This is an optimization exercise on Yosys and OpenROAD, whose aim is small area and a short achievable clock period, not a production implementation. Function was checked by simulation only, so behaviour that the tests miss may differ from the original. No activity file was given, so power comes from the tool's default toggle rates.

==> flow/design.v <==
module simple_fpu (
    input  wire [31:0] a,       
    input  wire [31:0] b,       
    input  wire [1:0]  op,      
    output reg  [31:0] result   
);
    always @(*) begin
        case (op)
            2'b00: result = a + b;      
            2'b01: result = a - b;      
            2'b10: result = a & b;      
            2'b11: result = a | b;      
            default: result = 32'b0;
        endcase
    end
endmodule
module simple_fpu_top (
    input  wire        clk,
    input  wire [31:0] a,
    input  wire [31:0] b,
    input  wire [1:0]  op,
    output reg  [31:0] result
);
    wire [31:0] result_comb;
    simple_fpu u_fpu (
        .a(a),
        .b(b),
        .op(op),
        .result(result_comb)
    );
    always @(posedge clk)
        result <= result_comb;
endmodule
==> flow/run.sh <==
#!/bin/bash
# synth_recipe.tcl (not shown) runs the flow's synth.tcl, then flattens the netlist and writes it again
# the make line also repeats each setting of config.mk as NAME=value (left out here)
make -C /OpenROAD-flow-scripts/flow DESIGN_CONFIG=/design/flow/config.mk WORK_HOME=/design/flow/orfs CLKGATE_MAP_FILE= SYNTH_SCRIPT=/design/flow/synth_recipe.tcl finish
==> flow/config.mk <==
export PLATFORM = sky130hd
export DESIGN_NAME = simple_fpu_top
export DESIGN_NICKNAME = simple_fpu_top
export VERILOG_FILES = /design/flow/design.v
export SDC_FILE = /design/flow/constraint.sdc
export NUM_CORES = 4
export LEC_CHECK = 0
export CAP_MARGIN = 20
export CORE_MARGIN = 2
export CORE_UTILIZATION = 40
export SLEW_MARGIN = 20
==> flow/constraint.sdc <==
create_clock -name core_clock -period 4.0 [get_ports {clk}]
set_input_delay 0.8000 -clock core_clock [delete_from_list [all_inputs] [get_ports {clk}]]
set_output_delay 0.8000 -clock core_clock [all_outputs]
set_load 0.01 [all_outputs]
==> reports/qor.txt <==
dominant synthesized flop cell: dfxtp_1
Hold Fails Final Rpt: 0
TritonCTS clock tree: yes
Final period util: 97.1%
crit path max fanout: 6
Post-synth EDFFs: 0
all-layer global routing usage: 26.2%
buffers from clock root to sink, at most: 2
TritonCTS Buffers: 5
crit path DAT: 4.08 ns
DIE WIDTH: 101 um
vias in the first global route: 4488
final setup vio count: 0
max cap viols: 0
CP startpoint kind: input port
DP Worst Slack: -0.497 ns
final worst slack: 0.117 ns
Final Max Tran Viols: 0
commonest non-fill, non-tap cell in the layout: buf_4
Nets: 815
vias post-DR: 4523
CP Capture Type: register
measured slew at the worst slew-check pin: 0.566 ns
required time worst endpoint: 4.20 ns
initial core utilization: 40.9%
Combinational Power Share: 61.9%
PortBufs: 98
die area: 10200 um^2
max_slew headroom: 61.9%
Netlist Area Pre-Place: 3750 um^2
WL per Instance: 16.3 um
diode count: 0
Setup crit end: result[28]$_DFF_P_
share of layout cells above drive strength 1: 27.3%
Synth Instances: 489
asr flop ratio synth: 0%
Root Buffer: clkbuf_8
Fmax: 0.258 GHz
Final HPWL DP: 10.4 mm
# IOs: 99
Antenna Nets Post-Route: 0
fin crit period: 3.88 ns
Worst VDD drop: 0.000154 V
CTS clk-pin slew, worst paths: 0.07 ns
number of hold buffers added after cts: 0
Min Hold Slack: 1.05 ns
CP Class: in2reg
most flop-heavy register: result
drt first-iter violations: 173
Avg Cell Area, Syn: 7.66 um^2
commonest cells after routing, fill and taps aside: 140 x buf_4, 82 x clkdlybuf4s50_1, 48 x nand2_1, 44 x a21oi_1, 33 x ha_1
GRT Residual Overflow: 0
drt total wl: 13.4 mm
Area Growth Syn to Fin: 64.6%
Clock Power Share: 15.5%
std cell rows: 35
Pleak: 2.75 nW
flops & latches, synth: 32
average vias per placed instance: 5.48
status: timing/DRC/antenna clean
core area: 9150 um^2
post-route DRC violation count: 0
first-pass GRT wire length: 21.5 mm
Synth Net Count: 591
end-of-flow core utilization: 67.4%
Sw Ratio: 37.7%
H-tree lvl count: 2
P per Cell Area: 286 nW/um^2
largest net degree at the start of global routing: 51
initial antenna violation count: 0
hold crit path type: in2reg
gpl congestion: 0.879
Synth Warn #: 2
clock sink total: 32
Largest regs: result: 32 flops
Die Y: 101 um
switching power: 0.666 mW
CP startpoint: op[0]
Synth cell types: 60
Largest register FFs: 32
design internal power: 1.10 mW
share of power burned in registers: 22.6%
drt pass-1 iters: 5
sequential area share after synthesis: 17.1%
cell usage after synthesis (all sizes together) (4+ instances only):
cell type  count  area [um^2]
nand4          4         25.0
inv           11         41.3
or3            4         31.3
o21a           5         38.8
o211ai         8         60.1
a21o           7         53.8
xnor2         23          201
a31oi          9         77.6
clkbuf        18         67.6
ha            34          425
nor2b          5         31.3
nand3         10         50.1
a21oi         49          245
nand2         53          199
o21ai         35          175
nor2          33          124
o31ai         10         88.8
maj3          31          310
and3           5         31.3
a311oi         4         35.0
buf            5         21.3
nor3          16         85.1
and2           5         31.3
xor2          30          263
dfxtp         32          641
worst min path at each step:
stage	to	cells past startpoint	slack (ns)	from
after floorplan	result[17]$_DFF_P_	3	1.06	b[17]
final	result[13]$_DFF_P_	4	1.05	b[13]
after CTS	result[18]$_DFF_P_	4	1.29	a[18]
after detailed placement	result[30]	1	1.54	result[30]$_DFF_P_
after global routing	result[13]$_DFF_P_	4	1.07	b[13]
after global placement	result[24]	1	1.54	result[24]$_DFF_P_
power groups by stage:
stage	Sequential [mW]	Clock (mW)	Combinational, mW
after floorplan	0.439	0	0.475
after global placement	0.405	0	1.02
after detailed placement	0.406	0	1.03
after CTS	0.399	0.288	1.04
after global routing	0.405	0.295	1.18
final	0.399	0.274	1.09
final cells by class:
type                            instances  area [um^2]
Fill cell                             761         2990
Multi-Input combinational cell        423         3160
Timing Repair Buffer                  240         2090
Tap cell                              111          139
Inverter                               11         41.3
Clock buffer                            8         90.1
Sequential cell                        32          641
through the flow:
step | total power, mW | cell area (um^2) | TNS [ns] | instances
6_report | 1.77 | 6170 | 0 | 825
5_1_grt | 1.88 | 6170 | -0.0328 | 825
4_1_cts | 1.73 | 5910 | -0.0602 | 817
3_5_place_dp | 1.43 | 5780 | -7.19 | 809
3_3_place_gp | 1.42 | 5780 | -5.80 | 809
2_1_floorplan | 0.914 | 3750 | 0 | 489
critical path, stage by stage:
cell             delay, ns
clkdlybuf4s50_1       0.48
nor2b_1               0.18
buf_4                 0.19
mux2i_2               0.29
fa_1                  0.25
a21o_1                0.15
a311oi_1              0.12
or3_4                 0.44
o31ai_4               0.52
a31oi_4               0.21
o21a_1                0.22
a311oi_1              0.23
what timing repair did:
item                                    CTS  global route
buffers inserted                          0             8
gates cloned                              0             0
endpoints found under the setup margin   15            19
resized for setup                        10            51
pin swaps                                 1            32
per-layer routing:
| layer | track usage (%) | routed length, um |
|---|---|---|
| met5 | 0 | 0 |
| met4 | 7.90 | 272 |
| met3 | 3.26 | 718 |
| met2 | 45.1 | 6590 |
| met1 | 34.1 | 5830 |
kinds of logic (layout without fill, tap and decap cells):
logic type	after synthesis	after routing	synth area share (%)
compound gates	151	151	26.2
fa+ha+maj	66	66	20.2
simple gates	148	148	19.3
buf+inv	34	259	3.47
mux	5	5	1.40
flops	32	32	17.1
xor+xnor	53	53	12.4

==> separate check: timing with driven ports <==
How much do the figures lean on ideal ports? The routed layout below was timed once more, with nothing changed but the port constraints. Step 1, drivers: a clkbuf_16 drives clk and a buf_2 each remaining input, both assumed. Step 2 also shifts input and output timing later by t, the mid clock arrival at the registers, as if the neighbouring blocks saw the same clock. Three values: no drivers, after step 1, after step 2; two values: the first two.
t, ns: 0.323
slack for setup (ns): 0.117 / 0.103 / -0.220
worst setup path after step 2: input to register
clock arrival spread, ns: 0.011 / 0.012
Met with ideal ports but missed after step 2: setup timing in this run. For this run, drivers alone change the setup slack by -0.014 ns; drivers and shift together by -0.337 ns.
